This design comes from an exercise in tuning for small area on the open sky130 flow, not from production work.
In this exercise RTL edits were held to simulation tests only and were not proved equivalent to the original.
The clock cells of runs 6 and 7 come from the design's own scripts or RTL, not from TritonCTS.
No driver is modelled on the clock port, so clock power and skew are understated where the tree is cut down; a real chip needs a root buffer or a tree.
Power and IR drop assume default switching activity.

### flow/flow/area.abc
&get -n
&st
&deepsyn -T 20
&dch -f
&nf -R 1000
&put
### flow/flow/run.sh
#!/bin/bash
# Standard layout, except that synthesis maps the logic with an area-oriented
# ABC script (flow/area.abc) in place of ORFS's speed script, and leaves
# half/full adders to ABC (no extract_fa pass). Registers, their names and
# cell types are those of the standard synthesis.
set -euo pipefail
W=$(pwd)
sed -e "s#SYNTH_SCRIPT=[^ ]*#SYNTH_SCRIPT=$W/flow/synth_wrap.tcl#" \
    -e "s#CLKGATE_MAP_FILE= #CLKGATE_MAP_FILE= ADDER_MAP_FILE= #" standard.sh > run_standard.sh
grep -q "ADDER_MAP_FILE= " run_standard.sh
grep -q "synth_wrap.tcl" run_standard.sh
export CTS_ARGS="-sink_clustering_enable -repair_clock_nets -dont_use_dummy_load"
export FLOW_ABC_SCRIPT="$W/flow/area.abc"
export FLOW_SYNTH_TCL="$W/synth_recipe.tcl"
bash run_standard.sh > "$W/make_flow.log" 2>&1
### flow/standard.sh
#!/bin/bash
# synth_recipe.tcl (not shown) runs the flow's synth.tcl, then flattens the netlist and writes it again
# the make line also repeats each setting of config.mk as NAME=value (left out here)
make -C /OpenROAD-flow-scripts/flow DESIGN_CONFIG=/design/flow/config.mk WORK_HOME=/design/flow/orfs CLKGATE_MAP_FILE= SYNTH_SCRIPT=/design/flow/synth_recipe.tcl "${@:-finish}"
### flow/design.v
module cmd_ctrl_top #(
    parameter       p_clk_freq  = 50000000,
    parameter       p_baud_freq = 115200
) (
    input           i_clk,
    input           i_rst,
    output          o_tx,
    input           i_rx
);
localparam [8:0] L_TICK  = 9'b111010101;
localparam [8:0] L_START = 9'b010000010;
reg  [8:0] rxp;
reg  [3:0] rxs;
reg  [7:0] rxd;
wire       rx_idle = (rxs[3:1] == 3'b001);      
wire       rx_tick = (rxp == L_TICK);
wire       rx_done = (rxs == 4'd2);
wire       freeze;
always @(posedge i_clk) begin
    if (~i_rst | (i_rx & rx_idle))
        rxp <= L_START;
    else
        rxp <= {rxp[7:0], ~(rxp[8] ^ rxp[4] ^ rx_tick)};
end
always @(posedge i_clk) begin
    if (~i_rst)
        rxs <= 4'd3;
    else if (rx_tick | rx_done) case (rxs)
        4'd3:  rxs <= 4'd8;
        4'd8:  rxs <= 4'd9;
        4'd9:  rxs <= 4'd10;
        4'd10: rxs <= 4'd11;
        4'd11: rxs <= 4'd12;
        4'd12: rxs <= 4'd13;
        4'd13: rxs <= 4'd14;
        4'd14: rxs <= 4'd15;
        4'd15: rxs <= 4'd0;
        4'd0:  rxs <= 4'd1;
        4'd1:  rxs <= 4'd2;
        default: rxs <= 4'd3;
    endcase
end
always @(posedge i_clk) begin
    if (rx_tick & rxs[3] & ~freeze)
        rxd <= {i_rx, rxd[7:1]};
end
wire [3:0] lo = rxd[3:0];
wire       is_dig = (rxd[7:4] == 4'h3) & ~(lo[3] & (lo[2] | lo[1]));
wire       is_let = (rxd[7:4] == 4'h4) & ~lo[3] & (lo[2:0] != 3'b000) & (lo[2:0] != 3'b111);
wire [3:0] rx_hex = is_dig ? (lo[3] ? {1'b1, lo[0], lo[0], lo[0]} : lo) :
                    is_let ? {1'b1, lo[2:0]} : 4'b1110;
reg  [8:0] txp;
wire       tx_tick = (txp == L_TICK);
always @(posedge i_clk or negedge i_rst) begin
    if (~i_rst)
        txp <= L_START;
    else
        txp <= {txp[7:0], ~(txp[8] ^ txp[4] ^ tx_tick)};
end
localparam [2:0] I_C = 3'd0, I_CR = 3'd1, I_G = 3'd2, I_L = 3'd3,
                 I_LF = 3'd4, I_X = 3'd5, I_D2 = 3'd6, I_H = 3'd7;
localparam [3:0] P_REQ = 4'd4, P_OTHER = 4'd3;
localparam [6:0]
    S_CMD  = {I_C,  P_OTHER},
    S_D0   = {I_G,  P_OTHER},
    S_PROC = {I_L,  P_OTHER},
    S_R0   = {I_CR, P_OTHER},
    S_IDLE = {I_X,  P_OTHER},
    S_D2   = {I_D2, P_OTHER},
    S_D1   = {I_H,  P_OTHER};
reg  [6:0] st;
reg        ca;       
reg        cb;       
reg  [7:0] r_reg;
reg  [3:0] pb_hi;    
wire [2:0] idx = st[6:4];
wire [3:0] ph  = st[3:0];
wire [7:0] ch;
wire       par;
always @(posedge i_clk or negedge i_rst) begin
    if (~i_rst)
        st <= S_IDLE;
    else case (ph)
        4'd4:  st <= {idx, 4'd5};
        4'd5:  st <= {idx, 4'd6};
        4'd6:  if (tx_tick) st <= {idx, 4'd7};
        4'd7:  if (tx_tick) st <= {idx, 4'd8};
        4'd8:  if (tx_tick) st <= {idx, 4'd9};
        4'd9:  if (tx_tick) st <= {idx, 4'd10};
        4'd10: if (tx_tick) st <= {idx, 4'd11};
        4'd11: if (tx_tick) st <= {idx, 4'd12};
        4'd12: if (tx_tick) st <= {idx, 4'd13};
        4'd13: if (tx_tick) st <= {idx, 4'd14};
        4'd14: if (tx_tick) st <= {idx, 4'd15};
        4'd15: if (tx_tick) st <= {idx, 4'd0};
        4'd0:  if (tx_tick) st <= {idx, 4'd1};
        4'd1:  if (tx_tick) st <= {idx, 4'd2};
        4'd2:  case (idx)
            I_C:     st <= ca ? S_D2 : S_D0;
            I_G:     st <= S_PROC;
            I_L:     st <= {I_H, P_REQ};
            I_H:     st <= S_R0;
            I_CR:    st <= {I_LF, P_REQ};
            default: st <= S_IDLE;
        endcase
        default: case (idx)
            I_X:     if (rx_done) st <= S_CMD;
            I_C:     st <= (ca | cb) ? {I_C, P_REQ} : S_D0;
            I_D2:    if (rx_done) st <= S_D1;
            I_H:     if (rx_done) st <= S_D0;
            I_G:     st <= cb ? {I_G, P_REQ} : S_PROC;
            I_L:     st <= cb ? {I_L, P_REQ} : S_R0;
            I_CR:    st <= (ca | cb) ? {I_CR, P_REQ} : S_IDLE;
            default: st <= S_IDLE;
        endcase
    endcase
end
always @(posedge i_clk) begin
    if (st == S_IDLE) begin
        ca <= (rxd == 8'h70) | (rxd == 8'h77);
        cb <= (rxd == 8'h70) | (rxd == 8'h72);
    end
end
always @(posedge i_clk) begin
    if (~i_rst)
        r_reg <= 8'd0;
    else if (((st == S_D2) | (st == S_D1)) & rx_done & ~cb)
        r_reg <= {r_reg[3:0], rx_hex};
end
always @(posedge i_clk) begin
    if ((st == S_D2) & rx_done)
        pb_hi <= rx_hex;
end
wire ping = ca & cb;
assign freeze = ping & (idx[2:1] == 2'b01);
wire [3:0] dig = ~idx[2] ? (ping ? rx_hex : r_reg[3:0])
                         : (ping ? pb_hi  : r_reg[7:4]);
wire       dl  = dig[3] & (dig[2:0] != 3'b000) & (dig[2:0] != 3'b111);
wire       d9  = (dig == 4'b1111);
wire [7:0] dig_ch = {1'b0, dl, ~dl, ~dl, dig[3] & ~dl, dig[2] & ~d9, dig[1] & ~d9, dig[0]};
reg        dig_par;
always @(*) begin
    case (dig)
        4'b0000, 4'b0011, 4'b0101, 4'b0110, 4'b1111,
        4'b1001, 4'b1010, 4'b1100: dig_par = 1'b0;
        default:                   dig_par = 1'b1;
    endcase
end
assign ch = (idx == I_C)  ? 8'h3A :
            (idx == I_G)  ? 8'h3E :
            (idx == I_CR) ? 8'h0D :
            (idx == I_LF) ? 8'h0A :
                            dig_ch;
assign par = (idx == I_C)  ? 1'b0 :
             (idx == I_G)  ? 1'b1 :
             (idx == I_CR) ? 1'b1 :
             (idx == I_LF) ? 1'b0 :
                             dig_par;
wire tx_out = ph[3]       ? ch[ph[2:0]] :
              (ph == 4'd7) ? 1'b0 :
              (ph == 4'd0) ? par :
                             1'b1;
wire waiting = (ph != 4'd3) & (ph != 4'd4) & (ph != 4'd5);
wire lb = ~(waiting | ((idx == I_L) & (ph != 4'd3)) | ((st == S_R0) & ~cb));
assign o_tx = lb ? i_rx : tx_out;
endmodule
### flow/constraint.sdc
create_clock -name core_clock -period 20.0 [get_ports {i_clk}]
set_input_delay 4.0000 -clock core_clock [delete_from_list [all_inputs] [get_ports {i_clk}]]
set_output_delay 4.0000 -clock core_clock [all_outputs]
set_load 0.01 [all_outputs]
### flow/config.mk
export PLATFORM = sky130hd
export DESIGN_NAME = cmd_ctrl_top
export DESIGN_NICKNAME = cmd_ctrl_top
export VERILOG_FILES = /design/flow/design.v
export SDC_FILE = /design/flow/constraint.sdc
export NUM_CORES = 4
export LEC_CHECK = 0
export CAP_MARGIN = 20
export CORE_MARGIN = 2
export CORE_UTILIZATION = 40
export SLEW_MARGIN = 20
### flow/flow/synth_wrap.tcl
# synth_recipe.tcl with the final technology mapping's ABC script replaced.
proc abc {args} {
  set i [lsearch -exact $args -script]
  if { $i >= 0 } {
    set args [lreplace $args $i [expr { $i + 1 }]]
  }
  yosys abc -script $::env(FLOW_ABC_SCRIPT) {*}$args
}
source $::env(FLOW_SYNTH_TCL)
==> results of run 1 <==
## area by class of cell
cell class / instances / area [um2] / area share (%)
sequential: 51 / 1249 / 52.94
inverter: 7 / 26.28 / 1.114
multi-input combinational: 154 / 889.6 / 37.72
clock buffer: 5 / 68.82 / 2.918
timing repair buffer: 4 / 37.54 / 1.592
tap: 70 / 87.58 / 3.714
## power groups by stage
stage / clock [W] / sequential, W / combinational, W
6_report: 0.0000520 / 0.000107 / 0.00000251
4_1_cts: 0.0000542 / 0.000107 / 0.00000256
5_1_grt: 0.0000584 / 0.000107 / 0.00000281
3_3_place_gp: 0 / 0.000109 / 0.00000256
3_5_place_dp: 0 / 0.000109 / 0.00000255
2_1_floorplan: 0 / 0.000109 / 0.000000947
## metal layers
layer	track usage, %	vias to the layer above	routed length, um
li1	-	799	-
met1	18.46	738	1895
met2	21.48	21	1759
met3	3.953	6	123
met4	6.429	0	70
met5	0	-	0
## through the flow
step	setup WS, ps	hold slack, ps	instances	utilization, %
after global placement	10800	362.0	286	44.27
after CTS	10760	389.3	291	45.60
after global routing	10730	406.8	291	45.60
after floorplan	11770	354.2	212	-
final	10770	385.7	291	45.60
after detailed placement	10770	362.8	286	44.27
## final timing paths
path,from,endpoint,slack [ps],cells after the start
worst max register to register,st[1],r_reg[3],17070,5
min in group asynchronous,i_rst,txp[6],4030,2
worst max-delay path,i_rx,o_tx,10770,3
max in group asynchronous,i_rst,st[0],15680,2
worst min-delay path,txp[6],txp[7],390,0
worst min register to register,txp[6],txp[7],390,0
## synth_stat cells, drive strengths merged, types with 6 or more instances
library cell  number
nand2             19
o21ai             12
edfxtp            14
a22o               7
clkinv             7
and2               9
nor3              13
nand3             10
nor3b              6
nor2              22
dfxtp             21
dfstp              6
dfrtp             10
## cell families after synthesis
kind of cell              synth area share, %
AOI/OAI and AO/OA                       14.39
and+or+nand+nor                         24.28
buffers and inverters                   1.214
xor gates and xnor gates                2.428
DFF                                     57.69
## worst reg2reg max path, delay by kind of cell, from the launching register on
kind | cells | cell delay [ps]
AND/OR/NAND/NOR | 4 | 1910
AO/OA/AOI/OAI | 1 | 260
flip-flops | 1 | 650
==> summary.txt, run 1 <==
- Outcome: no timing/DRC/antenna violations
- Worst vdd ir: 0.00004882 V
- Number of global-route vias before repair: between 1k and 1.5k
- Num CTS Buffers: 5
- Combinational power share: 1.6%
- Placed Area: roughly 2300 um2
- DRT iter0 DRCs: about 110
- Port buffer count: 3
- Part of the power in registers: 66.2%
- Sw Ratio: between 15 and 20%
- Most repeated library cell on the critical path: clkdlybuf4s50_1
- Reg clk slew, reported paths: 100 ps
- Top post-synthesis cells by area: dfxtp_1, edfxtp_1, dfrtp_1
- Crit-path max FO: 3
- Synth Net Count: 215
- Antenna viol nets, final: 0
- Antenna cells: 0
- Fin nets: approximately 230
- Top flop regs: rxp x9, txp x9
- Overall power: roughly 0.00016 W
- Most common cell after layout, fill and taps aside: nor2_1
- Effective utilization at floorplan: 41.85%
- Clock Sink Count: just over 50
- Final setup fails: 0
- CTS tree: yes
- FF+latch count, synth: 51
- CP Class: in2out
- Skew-Pair Late Insertion Delay: approximately 300 ps
- Seq/Total Area, Yosys: approximately 58%
- Gpl congestion: 0.8640
- H-tree depth: 2
- Final min period: approximately 9000 ps
- Period utilization: between 40% and 50%
- I/O Pins: 4
- DRT Pass-1 Iters: 4
- Post-CTS Resized: 0
- Rel. slew slack: between 30% and 40%
- Postcts setup bufs: 0
- Residual DRC: 0
- Finished Cell Area: between 2000 and 2500 um2
- Total grt overflow: 0
- Pint: between 0.0001 and 0.00015 W
- Ys async rst share: a little under a third
- Critical Path Source Type: primary input
- Routed vias: ~1.6k
- Crit-path cells: clkdlybuf4s50_1, o221a_1, clkdlybuf4s50_1
- Die area: about 6000 um2
- Share of the synthesized area in the top cell type: between 15 and 20%
- HP Class: reg2reg
- First-pass GRT wire length: 6713 um
- Hold_buf cts: 0
- Core ar.: roughly 5200 um2
- CP Capture Type: primary output
- Clock power share: 32.2%
- Slowest cell on crit path: clkdlybuf4s50_1
- PwrDens: 68.44 nW/um2
- Final Max Tran Viols: 0
- Net Sw Power: 0.00003128 W
- Die W: approximately 78 um
- Fin Setup TNS: 0 ps
- Largest net degree at the start of global routing: 22
- Least-Margin Pin Slew: around 940 ps
- GRT Overall Usage: 14.04%
- Critical path buffer and inverter count: 2
- Critical path's largest stage delay: ~530 ps
- P_leak: between 0.8 and 0.9 nW
- Wire length per cell: about 13 um
- Filler cells: just under 500
- Avg Synthesized Cell Area: about 10 um2
- Ys Warns: 1
- Layout cells sized above 1: roughly 5.4%
- Max Cap Viol: 0
- Commonest cells after routing, fill and taps aside: nor2_1, dfxtp_1, nand2_1, edfxtp_1, nor3_1
- Arr. time, crit path: approximately 5200 ps
- Initial antenna violation count: 0
- Mapped Area: between 2000 and 2500 um2
- Synth area leader: dfxtp_1
- Yosys cell types: 36
- Num rows: 26
- RSZ-0062 raised after global routing: no
- CP delay by family, top: buffers and inverters
- Post-DP HPWL: 2757 um
- Hold Violations, Final: 0
- Die height: around 78 um
- DR vias/cell: roughly 5.4
- Clock skew: about 23 ps
- Synthesized instance count: about 210
- P&R area growth vs syn: 8.959%
- Clk buf depth: 2
- Ys flop type: dfxtp_1
- Clock tree root buffer cell: clkbuf_8
- Post-synth EDFFs: 14
- CP Data Required Time: 16000 ps
- Drt total wl: 3848 um
- Fmax: 108.3 MHz
==> run 2: changes to the inputs <==
--- a/flow/flow/run.sh
+++ b/flow/flow/run.sh
@@ -9,7 +9,6 @@
     -e "s#CLKGATE_MAP_FILE= #CLKGATE_MAP_FILE= ADDER_MAP_FILE= #" standard.sh > run_standard.sh
 grep -q "ADDER_MAP_FILE= " run_standard.sh
 grep -q "synth_wrap.tcl" run_standard.sh
-export CTS_ARGS="-sink_clustering_enable -repair_clock_nets -dont_use_dummy_load"
 export FLOW_ABC_SCRIPT="$W/flow/area.abc"
 export FLOW_SYNTH_TCL="$W/synth_recipe.tcl"
 bash run_standard.sh > "$W/make_flow.log" 2>&1
==> run 2 against run 1 <==
Still clean. Synthesized cell count did not move. Sequential power is essentially flat. Maximum frequency about the same. Clock skew decreased by 16 ps. Combinational power barely moved. Non-clock buffer count did not move. Count of clock-buffer cells in the layout unchanged. Cell count grew 1.0%. Die area unchanged. Power is 5.2% higher. Register-to-register slack is essentially flat. Synthesized area unchanged. Critical path type unchanged.
==> summary.txt, run 2 <==
- Mapped Area: 2165 um2 (unchanged)
- Die area: 6016 um2 (unchanged)
- Multi-input logic area: 889.6 um2 (unchanged)
- Outcome: no timing/DRC/antenna violations
- Final min period: 9234 ps (-0.9000 ps)
- Part of the power in registers: 63.0% (-3.2 points)
- Clk buf depth: 2 (unchanged)
- WL met3: 130 um (+5.7%)
- Crit-path max FO: 3 (unchanged)
- Core ar.: 5172 um2 (unchanged)
- Least-Margin Pin Slew: 947.7 ps (+3.893 ps)
- Effective utilization at floorplan: 41.85% (unchanged)
- Layout cells sized above 1: 6.696% (+1.3 points)
- Cell with the most instances after synthesis: nor2_1
- HP Class: reg2reg
- Skew-Pair Late Insertion Delay: 300 ps (about the same)
- P&R area growth vs syn: 10.00%
- Final std cells w/o fill: 294 (+1.0%)
- WL met2: 1818 um (+3.4%)
- Rel. slew slack: 36.68% (-0.26 points)
- CTS tree: yes
- P_leak: 0.8204 nW (+1.8%)
- Placed cells: 286 (unchanged)
- Wl on met1: 1900 um (+0.26%)
- First-pass GRT wire length: 6824 um (+1.7%)
- Synth area leader: dfxtp_1
- Final setup fails: 0 (unchanged)
- Antenna cells: 0 (unchanged)
- Post-DP HPWL: 2757 um (unchanged)
- I/O Pins: 4 (unchanged)
- Arr. time, crit path: 5230 ps (about the same)
- Crit Reg-Reg Endpoint: r_reg[4]
- Yosys cell types: 36 (unchanged)
- Die height: 77.56 um (unchanged)
- GRT Overall Usage: 14.27% (+0.23 points)
- Seq/Total Area, Yosys: 57.69% (unchanged)
- Ys flop type: dfxtp_1
- R2R cell count: 5 (unchanged)
- Highest metal used: met4
- Reg-to-Reg Start: st[1]
- Wire length per cell: 13.35 um (+0.93%)
- Drt total wl: 3924 um (+2.0%)
- Routed vias: 1576 (+0.77%)
- Fin Setup TNS: 0 ps (unchanged)
- Post-synth EDFFs: 14 (unchanged)
- Ys Warns: 1 (unchanged)
- Reg clk slew, reported paths: 100 ps (about the same)
- DRT iter0 DRCs: 127 (+14%)
- DRT Pass-1 Iters: 4 (unchanged)
- Num rows: 26 (unchanged)
- Avg Synthesized Cell Area: 10.21 um2 (unchanged)
- Clock Sink Count: 51 (unchanged)
- Largest net degree at the start of global routing: 22 (unchanged)
- Ys async rst share: 31.37% (unchanged)
- Hold Crit Depth: 0 (unchanged)
- Port buffer count: 3 (unchanged)
- Top flop regs: rxp x9, txp x9
- Synth Net Count: 215 (unchanged)
- Gpl congestion: 0.8640 (unchanged)
- Antenna viol nets, final: 0 (unchanged)
- H-tree depth: 2 (unchanged)
- Clock power share: 35.6% (+3.4 points)
- Register-to-register setup slack: 17060 ps (about the same)
- Critical Path Source Type: primary input
- Post-CTS Resized: 0 (unchanged)
- Min-delay src: txp[6]
- Seq. cell area: 1249 um2 (unchanged)
- Initial antenna violation count: 0 (unchanged)
- Synthesized instance count: 212 (unchanged)
- Combinational power share: 1.5% (about the same)
- Die W: 77.56 um (unchanged)
- CP Class: in2out
- Worst vdd ir: 0.00005076 V (+4.0%)
- Postcts setup bufs: 0 (unchanged)
- Clock skew: 6.720 ps (-16.29 ps)
- Total grt overflow: 0 (unchanged)
- DR vias/cell: 5.361 (-0.26%)
- Commonest cells after routing, fill and taps aside: nor2_1, dfxtp_1, nand2_1, edfxtp_1, nor3_1
- Pint: 0.0001329 W (+2.1%)
- Post-synth top cells: nor2_1, dfxtp_1, nand2_1
- Clock tree root buffer cell: clkbuf_8
- Num CTS Buffers: 5 (unchanged)
- Max Cap Viol: 0 (unchanged)
- Overall power: 0.0001697 W (+5.2%)
- Fin nets: 226 (unchanged)
- Hold endpoint: txp[7]
- Residual DRC: 0 (unchanged)
- Hold_buf cts: 0 (unchanged)
- Sw Ratio: 21.69% (+2.3 points)
- PwrDens: 71.28 nW/um2 (+4.2%)
- Number of global-route vias before repair: 1530 (+2.1%)
- Hold Violations, Final: 0 (unchanged)
- Period utilization: 46.17% (about the same)
- FF+latch count, synth: 51 (unchanged)
- CP Capture Type: primary output
- Final hold slack: 385.8 ps (+0.02400 ps)
- Final Max Tran Viols: 0 (unchanged)
- Most common cell after layout, fill and taps aside: nor2_1
- CP Data Required Time: 16000 ps (about the same)
- Share of the synthesized area in the top cell type: 19.42% (unchanged)
- RSZ-0062 raised after global routing: no
- Filler cells: 486 (-0.21%)
- Fmax: 108.3 MHz (about the same)
- Top post-synthesis cells by area: dfxtp_1, edfxtp_1, dfrtp_1
- Net Sw Power: 0.00003682 W (+18%)
-- run 2: cells by family (layout without fill, tap and decap cells) --
kind of cell / count (synthesis) / in the layout / share of synthesized area (%)
xor+xnor: 6 / 6 / 2.428
compound gates: 45 / 45 / 14.39
flops: 51 / 51 / 57.69
simple gates: 103 / 103 / 24.28
buf+inv: 7 / 19 / 1.214
-- run 2: layer usage --
metal | up-vias | global-route usage, %
met4 | 0 | 6.429
met5 | - | 0
met2 | 20 | 22.43
met3 | 7 | 3.953
met1 | 746 | 18.34
li1 | 803 | -
-- run 2: worst max path at each step --
| stage | slack [ps] | startpoint | endpoint | depth (start not counted) |
|---|---|---|---|---|
| 2_1_floorplan | 11770 | i_rx | o_tx | 1 |
| 3_3_place_gp | 10800 | i_rx | o_tx | 3 |
| 3_5_place_dp | 10770 | i_rx | o_tx | 3 |
| 4_1_cts | 10760 | i_rx | o_tx | 3 |
| 5_1_grt | 10730 | i_rx | o_tx | 3 |
| 6_report | 10770 | i_rx | o_tx | 3 |
-- run 2: final cells by class --
type | count | share of cell area (%)
clock inverter | 3 | 0.9459
sequential | 51 | 52.44
clock buffer | 5 | 2.890
multi-input combinational | 154 | 37.36
tap | 70 | 3.678
inverter | 7 | 1.104
timing repair buffer | 4 | 1.576
-- run 2: critical path, stage by stage --
cell             delay [ps]
clkdlybuf4s50_1         510
o221a_1                 190
clkdlybuf4s50_1         530
-- run 2: power by group through the flow --
stage / clock (W) / sequential, W / combinational [W]
finish: 0.0000604 / 0.000107 / 0.00000250
global route: 0.0000670 / 0.000107 / 0.00000281
CTS: 0.0000627 / 0.000107 / 0.00000256
detailed placement: 0 / 0.000109 / 0.00000255
global placement: 0 / 0.000109 / 0.00000256
floorplan: 0 / 0.000109 / 0.000000947
-- run 2: stage by stage --
step | setup WS [ps] | util, % | instance area (um2)
after floorplan | 11770 | - | 2165
after global placement | 10800 | 44.27 | 2290
after detailed placement | 10770 | 44.27 | 2290
after CTS | 10760 | 46.03 | 2381
after global routing | 10730 | 46.03 | 2381
final | 10770 | 46.03 | 2381
==> run 3: changes to the inputs <==
--- a/flow/flow/run.sh
+++ b/flow/flow/run.sh
@@ -9,6 +9,7 @@
     -e "s#CLKGATE_MAP_FILE= #CLKGATE_MAP_FILE= ADDER_MAP_FILE= #" standard.sh > run_standard.sh
 grep -q "ADDER_MAP_FILE= " run_standard.sh
 grep -q "synth_wrap.tcl" run_standard.sh
+export CTS_ARGS="-sink_clustering_enable -repair_clock_nets -dont_use_dummy_load -buf_list sky130_fd_sc_hd__clkbuf_8 -root_buf sky130_fd_sc_hd__clkbuf_8"
 export FLOW_ABC_SCRIPT="$W/flow/area.abc"
 export FLOW_SYNTH_TCL="$W/synth_recipe.tcl"
 bash run_standard.sh > "$W/make_flow.log" 2>&1
==> run 3 against run 2 <==
Still clean on timing, DRC and antenna. Worst setup slack got worse by 0.90 ps. Worst hold slack hardly changed. Clock skew increased by 16 ps. Non-clock buffer count is the same. Count of clock-buffer cells in the layout did not move. Final area is 0.95% lower. Combinational power barely moved. Clock power decreased by 14%. Global-route usage decreased by 0.23 points. Power is 4.9% lower.
==> summary.txt, run 3 <==
- Seq/Total Area, Yosys: 57.69% (unchanged)
- Rel. slew slack: 36.94% (+0.26 points)
- Largest net degree at the start of global routing: 22 (unchanged)
- Initial antenna violation count: 0 (unchanged)
- Ys Warns: 1 (unchanged)
- Hold_buf cts: 0 (unchanged)
- Fmax: 108.3 MHz (about the same)
- Gpl congestion: 0.8640 (unchanged)
- Die area: 6016 um2 (unchanged)
- Fin Setup TNS: 0 ps (unchanged)
- Synth area leader: dfxtp_1
- DRT Pass-1 Iters: 4 (unchanged)
- Postcts setup bufs: 0 (unchanged)
- RSZ-0062 raised after global routing: no
- Skew-Pair Late Insertion Delay: 300 ps (about the same)
- Cell with the most instances after synthesis: nor2_1
- Commonest cells after routing, fill and taps aside: nor2_1, dfxtp_1, nand2_1, edfxtp_1, nor3_1
- Number of global-route vias before repair: 1498 (-2.1%)
- CP Class: in2out
- Crit-path max FO: 3 (unchanged)
- Core ar.: 5172 um2 (unchanged)
- Arr. time, crit path: 5230 ps (about the same)
- Outcome: no timing/DRC/antenna violations
- Residual DRC: 0 (unchanged)
- Wire length per cell: 13.22 um (-0.93%)
- Worst vdd ir: 0.00004882 V (-3.8%)
- Clock tree root buffer cell: clkbuf_8
- DRT iter0 DRCs: 111 (-13%)
- Num CTS Buffers: 5 (unchanged)
- Clk buf depth: 2 (unchanged)
- CP Data Required Time: 16000 ps (about the same)
- Most common cell after layout, fill and taps aside: nor2_1
- FF+latch count, synth: 51 (unchanged)
- Synthesized instance count: 212 (unchanged)
- CP Capture Type: primary output
- Hold Crit Depth: 0 (unchanged)
- Post-synth top cells: nor2_1, dfxtp_1, nand2_1
- Least-Margin Pin Slew: 943.8 ps (-3.893 ps)
- Final setup fails: 0 (unchanged)
- H-tree depth: 2 (unchanged)
- Clock skew: 23.01 ps (+16.29 ps)
- Drt total wl: 3848 um (-1.9%)
- P&R area growth vs syn: 8.959%
- Hold Violations, Final: 0 (unchanged)
- Ys flop type: dfxtp_1
- Routed vias: 1564 (-0.76%)
- Effective utilization at floorplan: 41.85% (unchanged)
- Antenna cells: 0 (unchanged)
- R2R cell count: 5 (unchanged)
- PwrDens: 68.44 nW/um2 (-4.0%)
- Final min period: 9234 ps (+0.9000 ps)
- Top flop regs: rxp x9, txp x9
- Final Max Tran Viols: 0 (unchanged)
- Placed Area: 2290 um2 (unchanged)
- CTS tree: yes
- GRT Overall Usage: 14.04% (-0.23 points)
- Fin nets: 226 (unchanged)
- Mapped Area: 2165 um2 (unchanged)
- Die height: 77.56 um (unchanged)
- Total grt overflow: 0 (unchanged)
- P_leak: 0.8060 nW (-1.8%)
- HP Class: reg2reg
- Ys async rst share: 31.37% (unchanged)
- Num rows: 26 (unchanged)
- Port buffer count: 3 (unchanged)
- Finished Cell Area: 2359 um2 (-0.95%)
- Setup WS post-layout: 10770 ps (-0.9000 ps)
- I/O Pins: 4 (unchanged)
- Post-DP HPWL: 2757 um (unchanged)
- Period utilization: 46.17% (about the same)
- Clock Sink Count: 51 (unchanged)
- Critical Path Source Type: primary input
- Max Cap Viol: 0 (unchanged)
- Reg clk slew, reported paths: 100 ps (about the same)
- First-pass GRT wire length: 6713 um (-1.6%)
- Synth Net Count: 215 (unchanged)
- Post-synth EDFFs: 14 (unchanged)
- Top post-synthesis cells by area: dfxtp_1, edfxtp_1, dfrtp_1
- Filler cells: 487 (+0.21%)
- Die W: 77.56 um (unchanged)
- Post-CTS Resized: 0 (unchanged)
- Share of the synthesized area in the top cell type: 19.42% (unchanged)
- Worst slack at placement: 10770 ps (unchanged)
- DR vias/cell: 5.375 (+0.26%)
- Avg Synthesized Cell Area: 10.21 um2 (unchanged)
- Layout cells sized above 1: 5.430% (-1.3 points)
- Antenna viol nets, final: 0 (unchanged)
- Yosys cell types: 36 (unchanged)
[run 3: cell counts after synthesis]
Identical to the previous run, type by type.
[run 3: path summary, 6_finish.rpt]
check	endpoint	from	slack, ps
hold / removal	txp[7]	txp[6]	390
hold reg to reg	txp[7]	txp[6]	390
min in group asynchronous	txp[6]	i_rst	4030
max in group asynchronous	st[0]	i_rst	15680
setup / recovery	o_tx	i_rx	10770
setup reg to reg	r_reg[3]	st[1]	17070
[run 3: final cells by class]
cell class	instances	area, um2	area share [%]
Clock buffer	5	68.82	2.918
Inverter	7	26.28	1.114
Multi-Input combinational cell	154	889.6	37.72
Sequential cell	51	1249	52.94
Tap cell	70	87.58	3.714
Timing Repair Buffer	4	37.54	1.592
[run 3: cells by family (layout without fill, tap and decap cells)]
family                    count (synthesis)  in the layout  share of synthesized area (%)
and+or+nand+nor                         103            103                          24.28
AOI/OAI and AO/OA                        45             45                          14.39
DFF                                      51             51                          57.69
xor gates and xnor gates                  6              6                          2.428
buffers and inverters                     7             16                          1.214
[run 3: power by group]
group | switching (W) | internal, W
combinational | 0.00000156 | 0.000000945
clock | 0.0000294 | 0.0000226
sequential | 0.000000303 | 0.000107
total | 0.0000313 | 0.000130
[run 3: critical path, stage by stage]
cell and delay [ps]:
clkdlybuf4s50_1 510, o221a_1 190, clkdlybuf4s50_1 530
[run 3: metrics by stage]
stage	hold slack, ps	utilization, %	total power, W	cells
after floorplan	354.2	-	0.0001100	212
after global placement	362.0	44.27	0.0001117	286
after detailed placement	362.8	44.27	0.0001117	286
after CTS	389.3	45.60	0.0001636	291
after global routing	406.8	45.60	0.0001683	291
final	385.7	45.60	0.0001614	291
[run 3: per-layer routing]
layer  up-vias  GRT usage (%)  routed length, um
met1       738          18.46               1895
met4         0          6.429                 70
met5         -              0                  0
met2        21          21.48               1759
met3         6          3.953                123
li1        799              -                  -
==> run 4: changes to the inputs <==
==> flow/flow/run.sh (replaced) <==
#!/bin/bash
# Standard layout, except that synthesis maps the logic with an area-oriented
# ABC script (flow/area.abc) in place of ORFS's speed script, and leaves
# half/full adders to ABC (no extract_fa pass). Registers, their names and
# cell types are those of the standard synthesis. Clock tree synthesis adds
# no dummy loads, and the port buffers are buf_1.
set -euo pipefail
W=$(pwd)
sed -e "s#SYNTH_SCRIPT=[^ ]*#SYNTH_SCRIPT=$W/flow/synth_wrap.tcl#" \
    -e "s#CLKGATE_MAP_FILE= #CLKGATE_MAP_FILE= ADDER_MAP_FILE= #" standard.sh > run_standard.sh
grep -q "ADDER_MAP_FILE= " run_standard.sh
grep -q "synth_wrap.tcl" run_standard.sh
export CTS_ARGS="-sink_clustering_enable -repair_clock_nets -dont_use_dummy_load"
export BUFFER_PORTS_ARGS="-inputs -outputs -buffer_cell sky130_fd_sc_hd__buf_1"
export FLOW_ABC_SCRIPT="$W/flow/area.abc"
export FLOW_SYNTH_TCL="$W/synth_recipe.tcl"
bash run_standard.sh > "$W/make_flow.log" 2>&1
==> run 4 against run 3 <==
Sequential share of layout area rose by 0.42 points. Synthesized cell count unchanged. First-iteration DRC count decreased by 6.3%. Utilization fell by 0.36 points. Via count is 0.58% lower. Critical path depth unchanged. Cell count did not move. Sequential cell count did not move. Count of clock-buffer cells in the layout stayed put. Clock skew increased by 2.0 ps. Critical endpoint unchanged. Largest cell class unchanged. Synthesized area stayed put.
==> summary.txt, run 4 <==
- Outcome: no timing/DRC/antenna violations
- Gpl congestion: 0.8621 (-0.22%)
- Yosys cell types: 36 (unchanged)
- Arr. time, crit path: 4460 ps (-770 ps)
- Ys flop type: dfxtp_1
- Critical path buffer and inverter count: 2 (unchanged)
- Fmax: 118.2 MHz (+9.2%)
- Largest net degree at the start of global routing: 22 (unchanged)
- Number of global-route vias before repair: 1463 (-2.3%)
- Max Cap Viol: 0 (unchanged)
- Post-synth top cells: nor2_1, dfxtp_1, nand2_1
- FF+latch count, synth: 51 (unchanged)
- Clock tree root buffer cell: clkbuf_8
- Core ar.: 5172 um2 (unchanged)
- DR vias/cell: 5.344 (-0.58%)
- Synth area leader: dfxtp_1
- Mapped Area: 2165 um2 (unchanged)
- Reg clk slew, reported paths: 100 ps (about the same)
- Fin nets: 226 (unchanged)
- GRT Overall Usage: 14.47% (+0.44 points)
- CP delay by family, top: buffers and inverters
- Die height: 77.56 um (unchanged)
- Final Max Tran Viols: 0 (unchanged)
- Top flop regs: rxp x9, txp x9
- Critical Path Source Type: primary input
- Final std cells w/o fill: 291 (unchanged)
- Most repeated library cell on the critical path: buf_1
- Total grt overflow: 0 (unchanged)
- Cell with the most instances after synthesis: nor2_1
- Period utilization: 42.30% (-3.9 points)
- Clock skew: 25.03 ps (+2.021 ps)
- Filler cells: 486 (-0.21%)
- Commonest cells after routing, fill and taps aside: nor2_1, dfxtp_1, nand2_1, edfxtp_1, nor3_1
- P&R area growth vs syn: 8.092%
- Critical path's largest stage delay: 190 ps (-340 ps)
- Net Sw Power: 0.00003156 W (+0.90%)
- Effective utilization at floorplan: 41.85% (unchanged)
- HP Class: reg2reg
- Num rows: 26 (unchanged)
- Post-synth EDFFs: 14 (unchanged)
- PwrDens: 69.00 nW/um2 (+0.82%)
- Synthesized instance count: 212 (unchanged)
- Pint: 0.0001299 W (-0.19%)
- DRT Pass-1 Iters: 4 (unchanged)
- CP Data Required Time: 16000 ps (about the same)
- Clock power share: 32.4% (+0.2 points)
- Least-Margin Pin Slew: 971.9 ps (+28.12 ps)
- Sw Ratio: 19.55% (+0.17 points)
- Hold_buf cts: 0 (unchanged)
- Final setup fails: 0 (unchanged)
- Port buffer count: 3 (unchanged)
- Placed cells: 286 (unchanged)
- Ys async rst share: 31.37% (unchanged)
- Slowest cell on crit path: o221a_1
- Layout cells sized above 1: 5.430% (unchanged)
- Post-CTS Resized: 0 (unchanged)
- Antenna cells: 0 (unchanged)
- RSZ-0062 raised after global routing: no
- Die W: 77.56 um (unchanged)
- H-tree depth: 2 (unchanged)
- Share of the synthesized area in the top cell type: 19.42% (unchanged)
- Most common cell after layout, fill and taps aside: nor2_1
- CTS tree: yes
- Crit-path cells: buf_1, o221a_1, buf_1
- Clk buf depth: 2 (unchanged)
- CP Class: in2out
- Clock Sink Count: 51 (unchanged)
- Final min period: 8460 ps (-774.8 ps)
- Synth Net Count: 215 (unchanged)
- I/O Pins: 4 (unchanged)
- DRT iter0 DRCs: 104 (-6.3%)
- Top post-synthesis cells by area: dfxtp_1, edfxtp_1, dfrtp_1
- Fin Setup TNS: 0 ps (unchanged)
- Crit-path max FO: 3 (unchanged)
- Routed vias: 1555 (-0.58%)
- Hold Violations, Final: 0 (unchanged)
- Avg Synthesized Cell Area: 10.21 um2 (unchanged)
- Drt total wl: 3943 um (+2.5%)
- CP Capture Type: primary output
- Worst vdd ir: 0.00003996 V (-18%)
- Antenna viol nets, final: 0 (unchanged)
- Num CTS Buffers: 5 (unchanged)
- Ys Warns: 1 (unchanged)
- Residual DRC: 0 (unchanged)
- Post-DP HPWL: 2854 um (+3.5%)
- Postcts setup bufs: 0 (unchanged)
- Initial antenna violation count: 0 (unchanged)
- Rel. slew slack: 35.06% (-1.9 points)
- Skew-Pair Late Insertion Delay: 310 ps (about the same)
- Combinational power share: 1.4% (-0.2 points)
- First-pass GRT wire length: 6913 um (+3.0%)
- Part of the power in registers: 66.2% (about the same)
- Die area: 6016 um2 (unchanged)
- P_leak: 0.7983 nW (-0.95%)
- Wire length per cell: 13.55 um (+2.5%)
- Seq/Total Area, Yosys: 57.69% (unchanged)
==> run 4: final cells by class <==
| cell class | instances | area [um2] | area share, % |
|---|---|---|---|
| repair buffers | 4 | 18.77 | 0.8021 |
| inverters | 7 | 26.28 | 1.123 |
| clock buffers | 5 | 68.82 | 2.941 |
| well taps | 70 | 87.58 | 3.743 |
| flip-flops and latches | 51 | 1249 | 53.37 |
| multi-input cells | 154 | 889.6 | 38.02 |
==> run 4: cells by family (layout without fill, tap and decap cells) <==
group,Yosys count,after routing,share of synthesized area [%]
flip-flops,51,51,57.69
XOR/XNOR,6,6,2.428
AO/OA/AOI/OAI,45,45,14.39
AND/OR/NAND/NOR,103,103,24.28
buffers and inverters,7,16,1.214
==> run 4: final timing paths <==
check	from	end	slack (ps)	depth (start not counted)
max	i_rx	o_tx	11540	3
min	txp[2]	txp[3]	390	0
max reg2reg	st[1]	r_reg[7]	17000	5
min reg2reg	txp[2]	txp[3]	390	0
max in group asynchronous	i_rst	st[0]	16070	2
min in group asynchronous	i_rst	txp[2]	3640	2
==> run 4: through the flow <==
step                hold WS (ps)  total power, W  utilization (%)  instance area, um2  setup WS (ps)
detailed placement         364.5       0.0001114            43.90                2271          11540
finish                     385.7       0.0001614            45.23                2340          11540
floorplan                  354.2       0.0001100                -                2165          11770
global placement           361.5       0.0001114            43.90                2271          11570
global route               397.1       0.0001695            45.23                2340          11480
CTS                        388.5       0.0001644            45.23                2340          11540
==> run 4: layer usage <==
metal | GRT usage (%) | wire length, um | vias up
met3 | 4.767 | 151 | 0
li1 | - | - | 802
met2 | 22.09 | 1785 | 18
met1 | 19.72 | 2006 | 735
met4 | 4.107 | 0 | 0
met5 | 0 | 0 | -
==> run 4: power groups by stage <==
stage	sequential [W]	clock, W	combinational (W)
after floorplan	0.000109	0	0.000000947
after global placement	0.000109	0	0.00000229
after detailed placement	0.000109	0	0.00000227
after CTS	0.000107	0.0000552	0.00000229
after global routing	0.000107	0.0000599	0.00000258
final	0.000107	0.0000523	0.00000224
==> run 5: changes to the inputs <==
--- a/flow/flow/run.sh
+++ b/flow/flow/run.sh
@@ -10,7 +10,7 @@
     -e "s#CLKGATE_MAP_FILE= #CLKGATE_MAP_FILE= ADDER_MAP_FILE= #" standard.sh > run_standard.sh
 grep -q "ADDER_MAP_FILE= " run_standard.sh
 grep -q "synth_wrap.tcl" run_standard.sh
-export CTS_ARGS="-sink_clustering_enable -repair_clock_nets -dont_use_dummy_load"
+export CTS_ARGS="-sink_clustering_enable -repair_clock_nets -dont_use_dummy_load -sink_clustering_size 60 -sink_clustering_max_diameter 500 -buf_list sky130_fd_sc_hd__clkbuf_16 -root_buf sky130_fd_sc_hd__clkbuf_16"
 export BUFFER_PORTS_ARGS="-inputs -outputs -buffer_cell sky130_fd_sc_hd__buf_1"
 export FLOW_ABC_SCRIPT="$W/flow/area.abc"
 export FLOW_SYNTH_TCL="$W/synth_recipe.tcl"
==> run 5 against run 4 <==
Still clean. Routed wire length grew 0.23%. Worst setup slack lost 0.60 ps. Utilization grew 1.1 points. First-iteration DRC count shrank 6.7%. Die area is the same. Sequential share of layout area shrank 1.3 points. Maximum frequency is essentially flat. Via count grew 0.77%. Critical path depth is the same. Critical endpoint unchanged.
==> summary.txt, run 5 <==
- Outcome: no timing/DRC/antenna violations
- Filler cells: 474 (-2.5%)
- Final setup fails: 0 (unchanged)
- Ys async rst share: 31.37% (unchanged)
- DRT iter0 DRCs: 97 (-6.7%)
- H-tree depth: 2 (unchanged)
- Worst vdd ir: 0.00005206 V (+30%)
- Least-Margin Pin Slew: 967.8 ps (-4.118 ps)
- Effective utilization at floorplan: 41.85% (unchanged)
- Fmax: 118.2 MHz (about the same)
- Antenna cells: 0 (unchanged)
- Fin Setup TNS: 0 ps (unchanged)
- FF+latch count, synth: 51 (unchanged)
- Critical path buffer and inverter count: 2 (unchanged)
- Rel. slew slack: 35.34% (+0.28 points)
- Initial antenna violation count: 0 (unchanged)
- Fin nets: 226 (unchanged)
- Hold Crit Depth: 0 (unchanged)
- Hold_buf cts: 0 (unchanged)
- CP Class: in2out
- Slowest cell on crit path: o221a_1
- Final Max Tran Viols: 0 (unchanged)
- Seq. cell area: 1249 um2 (unchanged)
- CP Capture Type: primary output
- Crit Reg-Reg Endpoint: r_reg[7]
- Number of global-route vias before repair: 1474 (+0.75%)
- Hold Violations, Final: 0 (unchanged)
- Reg clk slew, reported paths: 70 ps (-30 ps)
- Synth area leader: dfxtp_1
- Critical Path Source Type: primary input
- Multi-input logic area: 889.6 um2 (unchanged)
- Skew-Pair Late Insertion Delay: 290 ps (-20 ps)
- Top post-synthesis cells by area: dfxtp_1, edfxtp_1, dfrtp_1
- Period utilization: 42.30% (about the same)
- Ys flop type: dfxtp_1
- Final min period: 8460 ps (+0.6000 ps)
- Clock skew: 16.30 ps (-8.735 ps)
- Crit-path cells: buf_1, o221a_1, buf_1
- CP Data Required Time: 16000 ps (about the same)
- Clock Sink Count: 51 (unchanged)
- PwrDens: 77.42 nW/um2 (+12%)
- GRT Overall Usage: 14.70% (+0.22 points)
- Synth Net Count: 215 (unchanged)
- Reg-to-Reg Start: st[1]
- CTS tree: yes
- Seq/Total Area, Yosys: 57.69% (unchanged)
- DR vias/cell: 5.385 (+0.77%)
- Arr. time, crit path: 4460 ps (about the same)
- Overall power: 0.0001855 W (+15%)
- Share of the synthesized area in the top cell type: 19.42% (unchanged)
- HP Class: reg2reg
- Routed vias: 1567 (+0.77%)
- Largest net degree at the start of global routing: 22 (unchanged)
- Cell with the most instances after synthesis: nor2_1
- Core ar.: 5172 um2 (unchanged)
- Residual DRC: 0 (unchanged)
- Port buffer count: 3 (unchanged)
- Wire length per cell: 13.58 um (+0.23%)
- Post-CTS Resized: 0 (unchanged)
- Yosys cell types: 36 (unchanged)
- Clk buf depth: 2 (unchanged)
- Postcts setup bufs: 0 (unchanged)
- R2R cell count: 5 (unchanged)
- First-pass GRT wire length: 6955 um (+0.61%)
- Num CTS Buffers: 5 (unchanged)
- Post-synth top cells: nor2_1, dfxtp_1, nand2_1
- Post-DP HPWL: 2854 um (unchanged)
- Top flop regs: rxp x9, txp x9
- Post-synth EDFFs: 14 (unchanged)
- Min-delay src: txp[2]
- CP Depth: 3 (unchanged)
- Commonest cells after routing, fill and taps aside: nor2_1, dfxtp_1, nand2_1, edfxtp_1, nor3_1
- Most common cell after layout, fill and taps aside: nor2_1
- Ys Warns: 1 (unchanged)
- Layout cells sized above 1: 5.430% (unchanged)
- Gpl congestion: 0.8621 (unchanged)
- CP delay by family, top: buffers and inverters
- Antenna viol nets, final: 0 (unchanged)
- Total grt overflow: 0 (unchanged)
- RSZ-0062 raised after global routing: no
- Die area: 6016 um2 (unchanged)
- Drt total wl: 3952 um (+0.23%)
- Clock tree root buffer cell: clkbuf_16
- Die W: 77.56 um (unchanged)
- Num rows: 26 (unchanged)
- P&R area growth vs syn: 10.69%
- Synthesized instance count: 212 (unchanged)
- Crit-path max FO: 3 (unchanged)
- Most repeated library cell on the critical path: buf_1
- Register-to-register setup slack: 16990 ps (about the same)
- Hold endpoint: txp[3]
- I/O Pins: 4 (unchanged)
- DRT Pass-1 Iters: 4 (unchanged)
- Max Cap Viol: 0 (unchanged)
- Die height: 77.56 um (unchanged)
- Critical path's largest stage delay: 190 ps (about the same)
- P_leak: 0.8240 nW (+3.2%)
- Mapped Area: 2165 um2 (unchanged)
- Avg Synthesized Cell Area: 10.21 um2 (unchanged)
run 5: final cells by class:
class | count | share of cell area (%)
flip-flops and latches | 51 | 52.11
multi-input cells | 154 | 37.13
clock buffers | 5 | 5.222
well taps | 70 | 3.655
inverters | 7 | 1.097
repair buffers | 4 | 0.7833
run 5: cells by family (layout without fill, tap and decap cells):
group,after synthesis,after routing,share of synthesized area [%]
and+or+nand+nor,103,103,24.28
buffers and inverters,7,16,1.214
xor gates and xnor gates,6,6,2.428
AOI/OAI and AO/OA,45,45,14.39
DFF,51,51,57.69
run 5: worst max path at each step:
| stage | startpoint | end | slack [ps] |
|---|---|---|---|
| after floorplan | i_rx | o_tx | 11770 |
| final | i_rx | o_tx | 11540 |
| after global routing | i_rx | o_tx | 11480 |
| after CTS | i_rx | o_tx | 11540 |
| after detailed placement | i_rx | o_tx | 11540 |
| after global placement | i_rx | o_tx | 11570 |
run 5: power breakdown:
group	total, W	internal, W	switching, W
sequential	0.000107	0.000107	0.000000302
clock	0.0000763	0.0000442	0.0000321
combinational	0.00000224	0.000000690	0.00000155
run 5: metal layers:
| layer | part of all wire, % | wire length [um] | GRT usage [%] |
|---|---|---|---|
| met3 | 3.1 | 122 | 4.419 |
| met4 | 2.0 | 78 | 7.321 |
| met2 | 44 | 1747 | 21.91 |
| met5 | 0 | 0 | 0 |
| met1 | 51 | 2004 | 19.42 |
run 5: per-stage QoR:
step	std cells	hold WS (ps)	area (um2)	setup WS (ps)	utilization [%]
final	291	379.2	2396	11540	46.32
after global routing	291	388.0	2396	11480	46.32
after CTS	291	381.0	2396	11540	46.32
after detailed placement	286	364.5	2271	11540	43.90
after global placement	286	361.5	2271	11570	43.90
after floorplan	212	354.2	2165	11770	-
==> run 6: changes to the inputs <==
==> flow/flow/run.sh (replaced) <==
#!/bin/bash
# Standard layout, except that synthesis maps the logic with an area-oriented
# ABC script (flow/area.abc) in place of ORFS's speed script, and leaves
# half/full adders to ABC (no extract_fa pass). Registers, their names and
# cell types are those of the standard synthesis. The port buffers are buf_1,
# and the clock tree is three clkbuf_8 fed by the clock port (flow/cts_single.tcl).
set -euo pipefail
W=$(pwd)
sed -e "s#SYNTH_SCRIPT=[^ ]*#SYNTH_SCRIPT=$W/flow/synth_wrap.tcl#" \
    -e "s#CLKGATE_MAP_FILE= #CLKGATE_MAP_FILE= ADDER_MAP_FILE= #" standard.sh > run_standard.sh
grep -q "ADDER_MAP_FILE= " run_standard.sh
grep -q "synth_wrap.tcl" run_standard.sh
export PRE_CTS_TCL="$W/flow/cts_single.tcl"
export FLOW_CLOCK_NET=i_clk
export FLOW_CLOCK_GROUPS=3
export FLOW_CLOCK_BUF=sky130_fd_sc_hd__clkbuf_8
export BUFFER_PORTS_ARGS="-inputs -outputs -buffer_cell sky130_fd_sc_hd__buf_1"
export FLOW_ABC_SCRIPT="$W/flow/area.abc"
export FLOW_SYNTH_TCL="$W/synth_recipe.tcl"
bash run_standard.sh > "$W/make_flow.log" 2>&1
==> flow/flow/cts_single.tcl (new file) <==
# Sourced before ORFS's CTS step (PRE_CTS_TCL). Replaces the clock tree
# synthesis command: the registers are split by x position into
# FLOW_CLOCK_GROUPS groups of equal size, and one FLOW_CLOCK_BUF placed at
# the centre of each group drives its clock pins from the clock port's net.
# Detailed placement legalizes the buffers afterwards.
proc clock_tree_synthesis { args } {
  set block [ord::get_db_block]
  set dbu [$block getDbUnitsPerMicron]
  set net [$block findNet $::env(FLOW_CLOCK_NET)]
  set sinks {}
  foreach iterm [$net getITerms] {
    set inst [$iterm getInst]
    set box [$inst getBBox]
    set x [expr { ([$box xMin] + [$box xMax]) / 2.0 / $dbu }]
    set y [expr { ([$box yMin] + [$box yMax]) / 2.0 / $dbu }]
    lappend sinks [list $x $y "[$inst getName]/[[$iterm getMTerm] getName]"]
  }
  set sinks [lsort -real -index 0 $sinks]
  set n [llength $sinks]
  set groups $::env(FLOW_CLOCK_GROUPS)
  for { set g 0 } { $g < $groups } { incr g } {
    set lo [expr { $g * $n / $groups }]
    set hi [expr { ($g + 1) * $n / $groups - 1 }]
    set sx 0
    set sy 0
    set pins {}
    foreach s [lrange $sinks $lo $hi] {
      set sx [expr { $sx + [lindex $s 0] }]
      set sy [expr { $sy + [lindex $s 1] }]
      lappend pins [get_pins [lindex $s 2]]
    }
    set m [expr { $hi - $lo + 1 }]
    set x [expr { $sx / $m }]
    set y [expr { $sy / $m }]
    puts "clock buffer $g for $m clock pins at ($x, $y)"
    insert_buffer -buffer_cell $::env(FLOW_CLOCK_BUF) -net $::env(FLOW_CLOCK_NET) \
      -load_pins $pins -location [list $x $y] \
      -buffer_name clkbuf_leaf_$g -net_name clk_leaf_$g
  }
}
==> run 6 against run 5 <==
Combinational power about the same. First-iteration DRC count is 2.1% lower. Synthesized area unchanged. Power shrank 20%. Clock skew grew 3.2 ps. Sequential power barely moved. Worst hold slack improved by 4.8 ps. Maximum frequency hardly changed. Via count decreased by 0.51%. Global-route usage decreased by 1.4 points. Clock power down 49%. Utilization is 1.6 points lower. Critical endpoint unchanged. Largest cell class unchanged.
==> summary.txt, run 6 <==
- Outcome: no timing/DRC/antenna violations
- Post-CTS Resized: 0 (unchanged)
- Skew-Pair Late Insertion Delay: 170 ps (-120 ps)
- Avg Synthesized Cell Area: 10.21 um2 (unchanged)
- Antenna cells: 0 (unchanged)
- Top post-synthesis cells by area: dfxtp_1, edfxtp_1, dfrtp_1
- Effective utilization at floorplan: 41.85% (unchanged)
- Placed cells: 286 (unchanged)
- DR vias/cell: 5.394 (+0.18%)
- Reg clk slew, reported paths: 90 ps (+20 ps)
- Core ar.: 5172 um2 (unchanged)
- Crit Reg-Reg Endpoint: r_reg[5]
- Top flop regs: rxp x9, txp x9
- Postcts setup bufs: 0 (unchanged)
- Busiest grt layer: met2
- Final Max Tran Viols: 0 (unchanged)
- Fin nets: 224 (-0.88%)
- Hold Violations, Final: 0 (unchanged)
- FF+latch count, synth: 51 (unchanged)
- HP Class: reg2reg
- First-pass GRT wire length: 6824 um (-1.9%)
- Gpl congestion: 0.8621 (unchanged)
- Number of global-route vias before repair: 1470 (-0.27%)
- GRT Overall Usage: 13.33% (-1.4 points)
- CP Class: in2out
- Ys async rst share: 31.37% (unchanged)
- Ys flop type: dfxtp_1
- Most common cell after layout, fill and taps aside: nor2_1
- Mapped Area: 2165 um2 (unchanged)
- Ys Warns: 1 (unchanged)
- Register-to-register setup slack: 16990 ps (about the same)
- Crit path to: o_tx
- Seq/Total Area, Yosys: 57.69% (unchanged)
- RSZ-0062 raised after global routing: no
- Cell with the most instances after synthesis: nor2_1
- Synth area leader: dfxtp_1
- Filler cells: 479 (+1.1%)
- CP Data Required Time: 16000 ps (about the same)
- Post-DP HPWL: 2854 um (unchanged)
- Fin Setup TNS: 0 ps (unchanged)
- DRT Pass-1 Iters: 4 (unchanged)
- Seq. cell area: 1249 um2 (unchanged)
- Synthesized instance count: 212 (unchanged)
- Least-Margin Pin Slew: 961.3 ps (-6.510 ps)
- Arr. time, crit path: 4460 ps (about the same)
- P&R area growth vs syn: 6.821%
- Post-synth EDFFs: 14 (unchanged)
- Worst slack at placement: 11540 ps (unchanged)
- Final std cells w/o fill: 289 (-0.69%)
- Initial antenna violation count: 0 (unchanged)
- Yosys cell types: 36 (unchanged)
- Critical Path Source Type: primary input
- CP Capture Type: primary output
- Routed vias: 1559 (-0.51%)
- Grt met3 use: 1.163% (-3.3 points)
- Hold_buf cts: 0 (unchanged)
- Die area: 6016 um2 (unchanged)
- Port buffer count: 3 (unchanged)
- Multi-input logic area: 889.6 um2 (unchanged)
- Worst vdd ir: 0.00004708 V (-9.6%)
- Wire length per cell: 13.42 um (-1.2%)
- Critical Path Source: i_rx
- Finished Cell Area: 2312 um2 (-3.5%)
- R2R cell count: 5 (unchanged)
- Max Cap Viol: 0 (unchanged)
- Overall power: 0.0001482 W (-20%)
- Final min period: 8460 ps (-0.4000 ps)
- Layout cells sized above 1: 4.566% (-0.86 points)
- I/O Pins: 4 (unchanged)
- Post-synth top cells: nor2_1, dfxtp_1, nand2_1
- Residual DRC: 0 (unchanged)
- Commonest cells after routing, fill and taps aside: nor2_1, dfxtp_1, nand2_1, edfxtp_1, nor3_1
- DRT iter0 DRCs: 95 (-2.1%)
- Total grt overflow: 0 (unchanged)
- Met1 GRT Util: 19.12% (-0.30 points)
- Final setup fails: 0 (unchanged)
- Grt met2 use: 22.35% (+0.43 points)
- Crit-path max FO: 3 (unchanged)
- PwrDens: 64.07 nW/um2 (-17%)
- Antenna viol nets, final: 0 (unchanged)
- P_leak: 0.7840 nW (-4.9%)
- Die height: 77.56 um (unchanged)
- Drt total wl: 3877 um (-1.9%)
- Setup WS post-layout: 11540 ps (+0.4000 ps)
- Reg-to-Reg Start: st[1]
- Clock skew: 19.47 ps (+3.175 ps)
- Largest net degree at the start of global routing: 22 (unchanged)
- Period utilization: 42.30% (about the same)
- Die W: 77.56 um (unchanged)
- Synth Net Count: 215 (unchanged)
- Fmax: 118.2 MHz (about the same)
- Share of the synthesized area in the top cell type: 19.42% (unchanged)
- Placed Area: 2271 um2 (unchanged)
- Num rows: 26 (unchanged)
- Rel. slew slack: 35.77% (+0.43 points)
[run 6: cell counts after synthesis]
Identical to the previous run, type by type.
[run 6: worst min-delay path by stage]
stage	from	end	slack, ps	cells after the start
finish	txp[6]	txp[7]	380	0
CTS	txp[2]	txp[3]	360	0
detailed placement	txp[2]	txp[3]	360	0
global route	txp[2]	txp[3]	390	0
global placement	txp[2]	txp[3]	360	0
floorplan	txp[0]	txp[1]	350	0
[run 6: where the power goes]
group	switching [W]	total [W]	internal, W
clock	0.0000251	0.0000390	0.0000139
sequential	0.000000300	0.000107	0.000107
combinational	0.00000155	0.00000224	0.000000690
total	0.0000269	0.000148	0.000121
[run 6: layer usage]
| layer | vias to the layer above | wire, um |
|---|---|---|
| met5 | - | 0 |
| met4 | 0 | 44 |
| met3 | 6 | 105 |
| met2 | 23 | 1742 |
| met1 | 731 | 1985 |
| li1 | 799 | - |
[run 6: stage by stage]
step / util (%) / hold slack, ps
finish: 44.70 / 384.0
CTS: 44.70 / 364.5
detailed placement: 43.90 / 364.5
global placement: 43.90 / 361.5
global route: 44.70 / 394.3
floorplan: - / 354.2
[run 6: cell type report, without the clock buffers]
| cell class | instances | share of cell area, % |
|---|---|---|
| sequential | 51 | 54.00 |
| multi-input combinational | 154 | 38.47 |
| tap | 70 | 3.788 |
| inverter | 7 | 1.136 |
| timing repair buffer | 4 | 0.8117 |
[run 6: worst max-delay path, cell delays in order]
cell	delay (ps)
buf_1	130
o221a_1	190
buf_1	150
[run 6: kinds of logic (layout without fill, tap and decap cells)]
logic type	after synthesis	in the layout	synth area share, %
xor+xnor	6	6	2.428
flops	51	51	57.69
buf+inv	7	14	1.214
compound gates	45	45	14.39
simple gates	103	103	24.28
==> run 7: changes to the inputs <==
--- a/flow/design.v
+++ b/flow/design.v
@@ -146,16 +146,11 @@
         default:                   dig_par = 1'b1;
     endcase
 end
-assign ch = (idx == I_C)  ? 8'h3A :
-            (idx == I_G)  ? 8'h3E :
-            (idx == I_CR) ? 8'h0D :
-            (idx == I_LF) ? 8'h0A :
-                            dig_ch;
-assign par = (idx == I_C)  ? 1'b0 :
-             (idx == I_G)  ? 1'b1 :
-             (idx == I_CR) ? 1'b1 :
-             (idx == I_LF) ? 1'b0 :
-                             dig_par;
+wire       tx_dig = idx[1] & idx[0];                      
+wire       c45    = ~(idx[0] | idx[2]);                    
+assign ch  = tx_dig ? dig_ch
+                    : {1'b0, 1'b0, c45, c45, 1'b1, idx[0] | idx[1], ~idx[0], idx[0] & ~idx[1]};
+assign par = tx_dig ? dig_par : (idx[0] | idx[1]);
 wire tx_out = ph[3]       ? ch[ph[2:0]] :
               (ph == 4'd7) ? 1'b0 :
               (ph == 4'd0) ? par :
==> run 7 against run 6 <==
Still clean on timing, DRC and antenna. Final area shrank 0.22%. Sequential cell count is the same. Power shrank 0.61%. Synthesized area shrank 0.23%. Synthesized cell count shrank 1.9%. Sequential share of layout area grew 0.12 points. Global-route usage shrank 0.54 points. Die area shrank 0.22%. Maximum frequency shrank 5.3%. Largest power group unchanged. Highest routed layer unchanged.
==> summary.txt, run 7 <==
- P&R area growth vs syn: 6.836% (about the same)
- Post-synth EDFFs: 14 (unchanged)
- Postcts setup bufs: 0 (unchanged)
- Period utilization: 44.67% (+2.4 points)
- Post-CTS Resized: 0 (unchanged)
- Drt total wl: 3670 um (-5.3%)
- Register-to-register setup slack: 16560 ps (-430 ps)
- Initial antenna violation count: 0 (unchanged)
- GRT Overall Usage: 12.79% (-0.54 points)
- Die W: 77.48 um (-0.11%)
- Worst vdd ir: 0.00006265 V (+33%)
- Most common cell after layout, fill and taps aside: dfxtp_1
- Largest net degree at the start of global routing: 22 (unchanged)
- Final setup fails: 0 (unchanged)
- Most repeated library cell on the critical path: buf_1
- Total grt overflow: 0 (unchanged)
- Rel. slew slack: 40.48% (+4.7 points)
- Worst slack at placement: 11060 ps (-477.9 ps)
- Synth area leader: dfxtp_1
- Seq/Total Area, Yosys: 57.82% (+0.13 points)
- Critical path's largest stage delay: 200 ps (about the same)
- Effective utilization at floorplan: 41.75% (-0.097 points)
- Residual DRC: 0 (unchanged)
- Core ar.: 5172 um2 (unchanged)
- Grt met2 use: 21.48% (-0.87 points)
- Reg clk slew, reported paths: 100 ps (about the same)
- Grt met3 use: 0.8140% (-0.35 points)
- Top post-synthesis cells by area: dfxtp_1, edfxtp_1, dfrtp_1
- CP delay by family, top: compound AO/OA/AOI/OAI gates
- Mapped Area: 2160 um2 (-0.23%)
- Hold Violations, Final: 0 (unchanged)
- Ys flop type: dfxtp_1
- Port buffer count: 3 (unchanged)
- HP Class: reg2reg
- Num rows: 26 (unchanged)
- Final std cells w/o fill: 285 (-1.4%)
- FF+latch count, synth: 51 (unchanged)
- Placed cells: 282 (-1.4%)
- Overall power: 0.0001472 W (-0.61%)
- Antenna viol nets, final: 0 (unchanged)
- Final Max Tran Viols: 0 (unchanged)
- Outcome: no timing/DRC/antenna violations
- Routed vias: 1519 (-2.6%)
- PwrDens: 63.82 nW/um2 (-0.40%)
- Met1 GRT Util: 18.99% (-0.12 points)
- Synthesized instance count: 208 (-1.9%)
- Antenna cells: 0 (unchanged)
- DR vias/cell: 5.330 (-1.2%)
- CP Data Required Time: 16000 ps (about the same)
- Crit-path cells: buf_1, a311oi_1, o211ai_1, o311ai_0, o21ai_0, buf_1
- Gpl congestion: 0.7865 (-8.8%)
- Share of the synthesized area in the top cell type: 19.47% (+0.045 points)
- Wire length per cell: 12.88 um (-4.0%)
- Die area: 6002 um2 (-0.22%)
- Crit-path max FO: 4 (+1)
- Final min period: 8933 ps (+473.4 ps)
- Cell with the most instances after synthesis: dfxtp_1
- Commonest cells after routing, fill and taps aside: dfxtp_1, nor2_1, nand2_1, edfxtp_1
- Least-Margin Pin Slew: 890.9 ps (-70.40 ps)
- Fin Setup TNS: 0 ps (unchanged)
- Fin nets: 220 (-1.8%)
- Post-synth top cells: dfxtp_1, nor2_1, nand2_1
- P_leak: 0.7909 nW (+0.89%)
- RSZ-0062 raised after global routing: no
- Yosys cell types: 38 (+5.6%)
- Synth Net Count: 211 (-1.9%)
- Top flop regs: rxp x9, txp x9
- Setup WS post-layout: 11070 ps (-473.4 ps)
- Ys async rst share: 31.37% (unchanged)
- CP Capture Type: primary output
- First-pass GRT wire length: 6637 um (-2.7%)
- Critical Path Source Type: primary input
- Max Cap Viol: 0 (unchanged)
- Slowest cell on crit path: buf_1
- DRT iter0 DRCs: 119 (+25%)
- Busiest grt layer: met2
- Hold_buf cts: 0 (unchanged)
- Number of global-route vias before repair: 1432 (-2.6%)
- Avg Synthesized Cell Area: 10.38 um2 (+1.7%)
- Skew-Pair Late Insertion Delay: 160 ps (about the same)
- DRT Pass-1 Iters: 4 (unchanged)
- I/O Pins: 4 (unchanged)
- Fmax: 111.9 MHz (-5.3%)
- Arr. time, crit path: 4930 ps (+470 ps)
- Post-DP HPWL: 2688 um (-5.8%)
- Layout cells sized above 1: 5.116% (+0.55 points)
- Die height: 77.48 um (-0.11%)
- CP Class: in2out
- Ys Warns: 1 (unchanged)
- Critical path buffer and inverter count: 2 (unchanged)
- Clock skew: 12.20 ps (-7.268 ps)
[run 7: area by class of cell, without the clock buffers]
| type | count | area, um2 |
|---|---|---|
| Fill cell | 503 | 2865 |
| Sequential cell | 51 | 1249 |
| Multi-Input combinational cell | 150 | 884.6 |
| Tap cell | 70 | 87.58 |
| Inverter | 7 | 26.28 |
| Timing Repair Buffer | 4 | 18.77 |
[run 7: where the power goes]
group	leakage (nW)	total [W]	internal, W	switching (W)
Clock	0.0216	0.0000380	0.0000139	0.0000241
Combinational	0.272	0.00000236	0.000000780	0.00000158
Sequential	0.498	0.000107	0.000107	0.000000310
[run 7: logic make-up (layout without fill, tap and decap cells)]
family | count (synthesis) | after routing | synth area share [%]
multiplexers | 1 | 1 | 1.043
flip-flops | 51 | 51 | 57.82
AO/OA/AOI/OAI | 46 | 46 | 13.96
AND/OR/NAND/NOR | 96 | 96 | 23.12
buffers and inverters | 7 | 14 | 1.217
XOR/XNOR | 7 | 7 | 2.839
[run 7: per-stage QoR]
stage	utilization [%]	hold slack [ps]	area, um2
global route	44.61	387.7	2307
detailed placement	43.81	362.4	2266
global placement	43.81	356.3	2266
CTS	44.61	362.4	2307
floorplan	-	347.2	2160
finish	44.61	373.1	2307
[run 7: worst paths after layout]
path,end,depth (start not counted),startpoint
setup / recovery,o_tx,6,i_rx
hold / removal,txp[4],0,txp[3]
setup reg to reg,r_reg[4],7,st[1]
hold reg to reg,txp[4],0,txp[3]
max in group asynchronous,st[6],2,i_rst
min in group asynchronous,st[3],2,i_rst
[run 7: routing by layer]
layer	share of wire [%]	up-vias
li1	-	783
met1	52	718
met5	0	-
met3	1.9	4
met4	0.84	0
met2	45	14
[run 7: worst reg2reg max path, stage by stage, from the launching register on]
cell and delay [ps]:
dfstp_2 650, nor3b_1 550, nand3_1 210, nor3b_1 450
nand2_1 140, nor3b_1 760, nor2b_1 320, a22o_1 270

## port drivers added, routing unchanged
The results above use ideal ports. As a check the final layouts listed here were re-extracted and re-timed, cells and wires unchanged.
Step 1 assumes that a clkbuf_16 drives the clock port and a buf_2 every other input.
Step 2 moves the port delays by t, midway between the first and last clock arrival at a register: inputs arrive t later, outputs are due t later. That takes back most of the time a late clock gives input paths.
Slacks: ideal ports / drivers / drivers and shift; pairs: ideal ports / drivers.
run | t, ns | setup slack, ns | pins driven straight from the clock port
run 1 | 0.317 | 10.766 / 10.743 / 10.743 | 1
run 2 | 0.325 | 10.766 / 10.744 / 10.744 | 1
run 3 | 0.317 | 10.766 / 10.743 / 10.743 | 1
run 4 | 0.317 | 11.540 / 11.519 / 11.519 | 1
run 5 | 0.312 | 11.540 / 11.518 / 11.518 | 1
run 6 | 0.204 | 11.540 / 11.519 / 11.519 | 3
run 7 | 0.198 | 11.067 / 11.046 / 11.046 | 3
After both steps setup and hold are still met in every run listed.
